Background: an optimization exercise with open tools, aiming at small area, a short achievable clock period and few clock cycles per item. Do not read the settings as production practice.
Only simulation tests tie the RTL to the original design; equivalence was not proved.

## shift_add_multiplier
module shift_add_multiplier #(
    parameter integer WIDTH = 16
) (
    input wire clk,
    input wire reset_n,
    input wire tvalid_slave_1,
    input signed [WIDTH-1:0] tdata_slave_1,
    output wire tready_slave_1,
    input wire tvalid_slave_2,
    input signed [WIDTH-1:0] tdata_slave_2,
    output wire tready_slave_2,
    output reg tvalid_master,
    output reg signed [WIDTH-1:0] tdata_master,
    input wire tready_master
);
  reg held_1;
  reg held_2;
  reg [WIDTH-1:0] factor_a;
  reg [WIDTH-1:0] factor_b;
  wire [WIDTH-1:0] product;
  reg mid_valid;
  reg pipe_s126;
  reg pipe_s129;
  reg pipe_s128;
  reg pipe_s130;
  reg pipe_s133;
  reg pipe_s132;
  reg pipe_s113;
  reg pipe_s144;
  reg pipe_s145;
  reg pipe_s119;
  reg pipe_s146;
  reg pipe_s147;
  reg pipe_s123;
  reg pipe_s148;
  reg pipe_s149;
  reg pipe_s150;
  reg pipe_s127;
  reg pipe_s151;
  reg pipe_s131;
  reg pipe_s152;
  reg pipe_s135;
  reg pipe_s167;
  reg pipe_s166;
  reg pipe_s168;
  reg pipe_g193;
  reg pipe_p194;
  reg pipe_g191;
  reg pipe_p192;
  reg pipe_G212;
  reg pipe_P213;
  reg pipe_G224;
  reg pipe_P225;
  reg pipe_x288;
  reg pipe_pp3;
  reg pipe_p182;
  reg pipe_r264;
  reg pipe_r265;
  reg pipe_r266;
  reg pipe_r267;
  wire advance_out = mid_valid & (~tvalid_master | tready_master);
  wire advance = held_1 & held_2 & (~mid_valid | advance_out);
  wire input_transaction_1 = tvalid_slave_1 & tready_slave_1;
  wire input_transaction_2 = tvalid_slave_2 & tready_slave_2;
  assign tready_slave_1 = ~held_1 | advance;
  assign tready_slave_2 = ~held_2 | advance;
  always @(posedge clk) begin
    if (input_transaction_1) factor_a <= tdata_slave_1;
    if (input_transaction_2) factor_b <= tdata_slave_2;
    if (advance) begin
  ...
For scale: about 410 cells after synthesis, ~90 flip-flops, roughly 56 I/O pins.
==> flow/config.mk <==
export PLATFORM = sky130hd
export DESIGN_NAME = shift_add_multiplier
export DESIGN_NICKNAME = shift_add_multiplier
export VERILOG_FILES = /design/flow/design.v
export SDC_FILE = /design/flow/constraint.sdc
export NUM_CORES = 4
export LEC_CHECK = 0
export CAP_MARGIN = 20
export CORE_MARGIN = 2
export CORE_UTILIZATION = 40
export SETUP_SLACK_MARGIN = 2.2
export SLEW_MARGIN = 20
export SYNTH_HIERARCHICAL = 1
==> flow/constraint.sdc <==
create_clock -name core_clock -period 5.0 [get_ports {clk}]
set_input_delay 1.0000 -clock core_clock [delete_from_list [all_inputs] [get_ports {clk}]]
set_output_delay 1.0000 -clock core_clock [all_outputs]
set_load 0.01 [all_outputs]
standard.sh (not shown) runs the stock make flow with config.mk's settings and CLKGATE_MAP_FILE= SYNTH_SCRIPT=/design/flow/synth_recipe.tcl, a recipe that flattens the netlist after the stock synthesis.
==> flow/flow/run.sh <==
#!/bin/bash
# The standard layout (standard.sh), with the port buffers that global
# placement inserts made from the smallest buffer cell instead of the default.
set -euo pipefail
export BUFFER_PORTS_ARGS="-buffer_cell sky130_fd_sc_hd__buf_1"
bash standard.sh > standard.log 2>&1
The first run produced a clean layout.
Testbench counts at the start, summed over its fixed seeds: cycles 1,224, items 1,200.
Next try:
--- a/flow/design.v
+++ b/flow/design.v
@@ -13,19 +13,19 @@
     output reg tvalid_master,
     output reg signed [WIDTH-1:0] tdata_master,
     input wire tready_master
 );
   reg held_1;
   reg held_2;
   reg [WIDTH-1:0] factor_a;
   reg [WIDTH-1:0] factor_b;
   wire [WIDTH-1:0] product;
-  reg mid_valid;
+  reg mid_valid_1;
   reg pipe_s126;
   reg pipe_s129;
   reg pipe_s128;
   reg pipe_s130;
   reg pipe_s133;
   reg pipe_s132;
   reg pipe_s113;
   reg pipe_s144;
   reg pipe_s145;
@@ -53,28 +53,30 @@
   reg pipe_G224;
   reg pipe_P225;
   reg pipe_x288;
   reg pipe_pp3;
   reg pipe_p182;
   reg pipe_r264;
   reg pipe_r265;
   reg pipe_r266;
   reg pipe_r267;
-  wire advance_out = mid_valid & (~tvalid_master | tready_master);
-  wire advance = held_1 & held_2 & (~mid_valid | advance_out);
+  wire room_1 = ~mid_valid_1 | ~tvalid_master;
+  wire room_2 = ~tvalid_master;
+  wire advance_1 = held_1 & held_2 & (room_1 | tready_master);
+  wire advance_2 = mid_valid_1 & (room_2 | tready_master);
   wire input_transaction_1 = tvalid_slave_1 & tready_slave_1;
   wire input_transaction_2 = tvalid_slave_2 & tready_slave_2;
-  assign tready_slave_1 = ~held_1 | advance;
-  assign tready_slave_2 = ~held_2 | advance;
+  sam_rdy u_rdy_1 (.held(held_1), .other(held_2), .room(room_1), .tready_master(tready_master), .tready(tready_slave_1));
+  sam_rdy u_rdy_2 (.held(held_2), .other(held_1), .room(room_1), .tready_master(tready_master), .tready(tready_slave_2));
   always @(posedge clk) begin
     if (input_transaction_1) factor_a <= tdata_slave_1;
     if (input_transaction_2) factor_b <= tdata_slave_2;
-    if (advance) begin
+    if (advance_1) begin
       pipe_s126 <= s126;
       pipe_s129 <= s129;
       pipe_s128 <= s128;
       pipe_s130 <= s130;
       pipe_s133 <= s133;
       pipe_s132 <= s132;
       pipe_s113 <= s113;
       pipe_s144 <= s144;
       pipe_s145 <= s145;
@@ -103,29 +105,29 @@
       pipe_P225 <= P225;
       pipe_x288 <= x288;
       pipe_pp3 <= pp3;
       pipe_p182 <= p182;
       pipe_r264 <= r264;
       pipe_r265 <= r265;
       pipe_r266 <= r266;
       pipe_r267 <= r267;
     end
-    if (advance_out) tdata_master <= product;
+    if (advance_2) tdata_master <= product;
     if (!reset_n) begin
       held_1 <= 1'b0;
       held_2 <= 1'b0;
-      mid_valid <= 1'b0;
+      mid_valid_1 <= 1'b0;
       tvalid_master <= 1'b0;
     end else begin
-      held_1 <= input_transaction_1 | (held_1 & ~advance);
-      held_2 <= input_transaction_2 | (held_2 & ~advance);
-      mid_valid <= advance | (mid_valid & ~advance_out);
-      tvalid_master <= advance_out | (tvalid_master & ~tready_master);
+      held_1 <= input_transaction_1 | (held_1 & ~advance_1);
+      held_2 <= input_transaction_2 | (held_2 & ~advance_1);
+      mid_valid_1 <= advance_1 | (mid_valid_1 & ~advance_2);
+      tvalid_master <= advance_2 | (tvalid_master & ~tready_master);
     end
   end
   wire [15:0] a = factor_a;
   wire [15:0] b = factor_b;
   wire one1 = b[0];
   wire two2 = b[1] & ~b[0];
   wire pp3 = one1 & a[0];
   wire pc4 = b[1] & ~pp3;
   wire pp5;
@@ -490,18 +492,27 @@
   sam_x2 u_x288 (.a(s136), .b(x287), .y(x288));
   wire x289;
   sam_x2 u_x289 (.a(pipe_x288), .b(s156), .y(x289));
   wire x290;
   sam_x2 u_x290 (.a(x289), .b(s180), .y(x290));
   wire x291;
   sam_x2 u_x291 (.a(x290), .b(G262), .y(x291));
   assign product = {x291, r276, r275, r274, r273, r272, r271, r270, r269, r268, pipe_r267, pipe_r266, pipe_r265, pipe_r264, pipe_p182, pipe_pp3};
 endmodule
+module sam_rdy (
+    input wire held,
+    input wire other,
+    input wire room,
+    input wire tready_master,
+    output wire tready
+);
+  assign tready = ~held | (other & (room | tready_master));
+endmodule
 module sam_fa (
     input wire a,
     input wire b,
     input wire c,
     output wire s,
     output wire co
 );
   assign s  = a ^ b ^ c;
   assign co = (a & b) | (a & c) | (b & c);
The changed run passed the timing, design-rule and antenna checks.
Fmax is higher by 1.2%.
Cell area went down by 2.6%.
Final cell count shrinks by 2.8%.
Die area is about the same.
First-iteration DRC count is lower by 20%.
Wire length falls by 4.5%.
Non-clock buffer count shrinks by 22.
Critical path depth does not change.
Testbench counts after the change, summed over its fixed seeds: cycles 1,224, items 1,200.

## static timing again, ports no longer ideal
The flow's constraints put no driver on any port. The routed layouts listed below were extracted and timed again, unchanged, in two steps. Step 1: set_driving_cell puts a clkbuf_16 on clk and a buf_2 on each other input, an assumption about the parent block. Step 2 moves the port delays by t, midway between the first and last clock arrival at a register: inputs arrive t later, outputs are due t later. That takes back most of the time a late clock gives input paths. a / b / c = ideal / step 1 / step 2; a / b = the first two.
| run | shift t [ns] | setup WS [ns] | worst data-port slew with drivers (ns) |
|---|---|---|---|
| the first run | 0.385 | 2.167 / 2.167 / 2.167 | 0.04 |
| the second run | 0.388 | 2.200 / 2.200 / 2.200 | 0.04 |
After both steps every run listed still meets setup and hold.
